What follows belongs to an exercise in optimizing a design on an open flow for small area; a production flow would make more cautious choices. The RTL was checked by simulation tests, not by an equivalence proof against the original design. Power figures rest on the tool's default switching activity, not on a simulated workload.

Design SevenSegmentALU, start of the top module:
module SevenSegmentALU(
    input clk,
    input reset,
    input onesBtn,
    input tensBtn,
    input hundredsBtn,
    input sign,
    input enter,
    output [6:0] seg,
    output [3:0] anode
);
export LEC_CHECK = 0
export CAP_MARGIN = 20
export CORE_MARGIN = 2
export CORE_UTILIZATION = 40
export SLEW_MARGIN = 20
create_clock -name core_clock -period 10.0 [get_ports {clk}]
standard.sh (not shown) runs the stock make flow with config.mk's settings and CLKGATE_MAP_FILE= SYNTH_SCRIPT=/design/flow/synth_recipe.tcl, a recipe that flattens the netlist after the stock synthesis.
==> flow/flow/run.sh <==
#!/bin/bash
# Layout flow: the standard flow, except for synthesis and two settings.
#
# Synthesis runs ORFS's own synth.tcl with three changes: no Kogge-Stone
# carry-lookahead map, no full/half-adder extraction, and an area-oriented ABC
# script. It is run with several ABC scripts (flow/abc_*.scr, and &deepsyn
# with seeds 1-23) and the netlist with the smallest cell area is kept. The
# standard synthesis is also run, into ref/; a custom netlist is used only if
# its flip-flops (instance names and cell types) match the standard netlist's
# exactly, otherwise the standard synthesis is used.
# Placement buffers the ports with buf_1, and CTS builds the clock tree from
# clkbuf_4 without dummy loads.
# Each tool's output goes to a log file of its own in this folder.
set -uo pipefail
W=$(pwd)
RESREL=results/${FLOW_PLATFORM}/SevenSegmentALU/base

sed -e "s#WORK_HOME=[^ ]*orfs#WORK_HOME=$W/ref#" standard.sh > ref.sh

python3 - "$FLOW_HOME/scripts/synth.tcl" "$W/synth_custom.tcl" > patch_synth.log 2>&1 <<'PY'
import sys
src = open(sys.argv[1]).read()
src = src.replace('"-extra-map $::env(FLOW_HOME)/platforms/common/lcu_kogge_stone.v"', '""')
a = src.index('# Technology mapping of adders')
b = src.index('# Technology mapping of latches')
src = src[:a] + src[b:]
old = 'log_cmd abc {*}$abc_args'
assert old in src
src = src.replace(old, 'log_cmd abc -script $::env(CUSTOM_ABC_SCRIPT) {*}$lib_args {*}$lib_dont_use_args')
assert 'lcu_kogge' not in src and 'extract_fa' not in src
open(sys.argv[2], 'w').write(src)
print("patched synth.tcl")
PY
sed -e "s#source \$::env(SCRIPTS_DIR)/synth.tcl#source $W/synth_custom.tcl#" synth_recipe.tcl > my_synth.tcl

# candidate ABC scripts
mkdir -p abc
cp flow/abc_*.scr abc/
for s in $(seq 1 23); do
  sed -e "s/&deepsyn -J 50 -T 600/\&deepsyn -J 50 -T 600 -S $s/" flow/abc_deepsyn.scr > abc/abc_deepsyn_s$s.scr
done

flops() {
  # instance name and cell type (drive strength stripped) of every flip-flop
  awk '/^ *sky130_fd_sc_hd__(df|edf|sdf|dl)[a-z]*_[0-9]+ /{c=$1; sub(/_[0-9]+$/,"",c); n=$2; print n, c}' "$1" | sort
}
area() {
  awk '/Chip area for module/{print $NF}' "$1/reports/${FLOW_PLATFORM}/SevenSegmentALU/base/synth_stat.txt" 2>/dev/null
}

bash ref.sh synth > synth_ref.log 2>&1
flops ref/$RESREL/1_2_yosys.v > flops_ref.txt

best=""; best_area=""
if grep -q "patched" patch_synth.log && [[ -s flops_ref.txt ]]; then
  names=()
  for f in abc/*.scr; do names+=("$(basename "$f" .scr)"); done
  run_one() {
    local n=$1
    sed -e "s#WORK_HOME=[^ ]*orfs#WORK_HOME=$W/cand_$n#" \
        -e "s#SYNTH_SCRIPT=[^ ]*synth_recipe.tcl#SYNTH_SCRIPT=$W/my_synth.tcl#" standard.sh > cand_$n.sh
    CUSTOM_ABC_SCRIPT=$W/abc/$n.scr bash cand_$n.sh synth > synth_$n.log 2>&1
  }
  i=0
  for n in "${names[@]}"; do
    run_one "$n" &
    i=$((i+1))
    if (( i % 4 == 0 )); then wait; fi
  done
  wait
  for n in "${names[@]}"; do
    a=$(area cand_$n)
    [[ -n "$a" ]] || continue
    flops cand_$n/$RESREL/1_2_yosys.v > flops_$n.txt
    if cmp -s flops_ref.txt flops_$n.txt; then
      echo "$n $a" >> candidates.log
      if [[ -z "$best" ]] || awk -v a="$a" -v b="$best_area" 'BEGIN{exit !(a<b)}'; then
        best=$n; best_area=$a
      fi
    else
      echo "$n $a flip-flops differ from the standard synthesis" >> candidates.log
    fi
  done
fi

rm -rf orfs
if [[ -n "$best" ]]; then
  echo "synthesis: custom $best, area $best_area" | tee flow_choice.log
  mv cand_$best orfs
else
  echo "synthesis: standard" | tee flow_choice.log
  bash standard.sh synth > synth_standard.log 2>&1
fi
for n in cand_*; do [[ -d "$n" ]] && rm -rf "$n"; done

EXTRA=("CTS_ARGS=-sink_clustering_enable -repair_clock_nets -dont_use_dummy_load -buf_list sky130_fd_sc_hd__clkbuf_4"
       "BUFFER_PORTS_ARGS=-buffer_cell sky130_fd_sc_hd__buf_1")
bash standard.sh "${EXTRA[@]}" finish > layout.log 2>&1
Other scripts of this flow, unchanged in this note and not shown: flow/flow/abc_deepsyn.scr, flow/flow/abc_nf.scr
Next try:
--- a/flow/flow/run.sh
+++ b/flow/flow/run.sh
@@ -7,4 +7,4 @@
-# with seeds 1-23) and the netlist with the smallest cell area is kept. The
-# standard synthesis is also run, into ref/; a custom netlist is used only if
-# its flip-flops (instance names and cell types) match the standard netlist's
-# exactly, otherwise the standard synthesis is used.
+# with several seeds and step limits) and the netlist with the smallest cell
+# area is kept. The standard synthesis is also run, into ref/; a custom
+# netlist is used only if its flip-flops (instance names and cell types) match
+# the standard netlist's exactly, otherwise the standard synthesis is used.
@@ -39 +39 @@
-for s in $(seq 1 23); do
+for s in $(seq 1 31); do
@@ -40,0 +41,6 @@
+done
+for s in $(seq 1 16); do
+  sed -e "s/&deepsyn -J 50 -T 600/\&deepsyn -J 20 -T 600 -S $s/" flow/abc_deepsyn.scr > abc/abc_deepsyn_j20_s$s.scr
+done
+for s in $(seq 1 4); do
+  sed -e "s/&deepsyn -J 50 -T 600/\&deepsyn -J 150 -T 600 -S $s/" flow/abc_deepsyn.scr > abc/abc_deepsyn_j150_s$s.scr
Effect: Synthesized cell count came out higher by 1.2%; combinational power came out higher by 24%; register-to-register slack is better by 0.07 ns; wire length rose by 2.8%; worst setup slack degrades by 0.12 ns; design area stays flat; die area goes down by 0.31%; total power is higher by 1.2%; count of clock-buffer cells in the layout is unchanged.

[what the ideal ports hide]
No port has a modelled driver above. Below, the same layouts with a new extraction and two added sets of constraints.
Step 1, drivers: a clkbuf_16 drives clk and a buf_2 each remaining input, both assumed.
Step 2 moves the port delays by t, midway between the first and last clock arrival at a register: inputs arrive t later, outputs are due t later. That takes back most of the time a late clock gives input paths.
a / b / c = ideal / step 1 / step 2; a / b = the first two.
run	t, ns	slack for setup (ns)	pins driven straight from the clock port
the first run	0.527	6.405 / 6.405 / 6.405	1
the second run	0.507	6.286 / 6.253 / 6.437	1
After both steps every run listed still meets setup and hold.
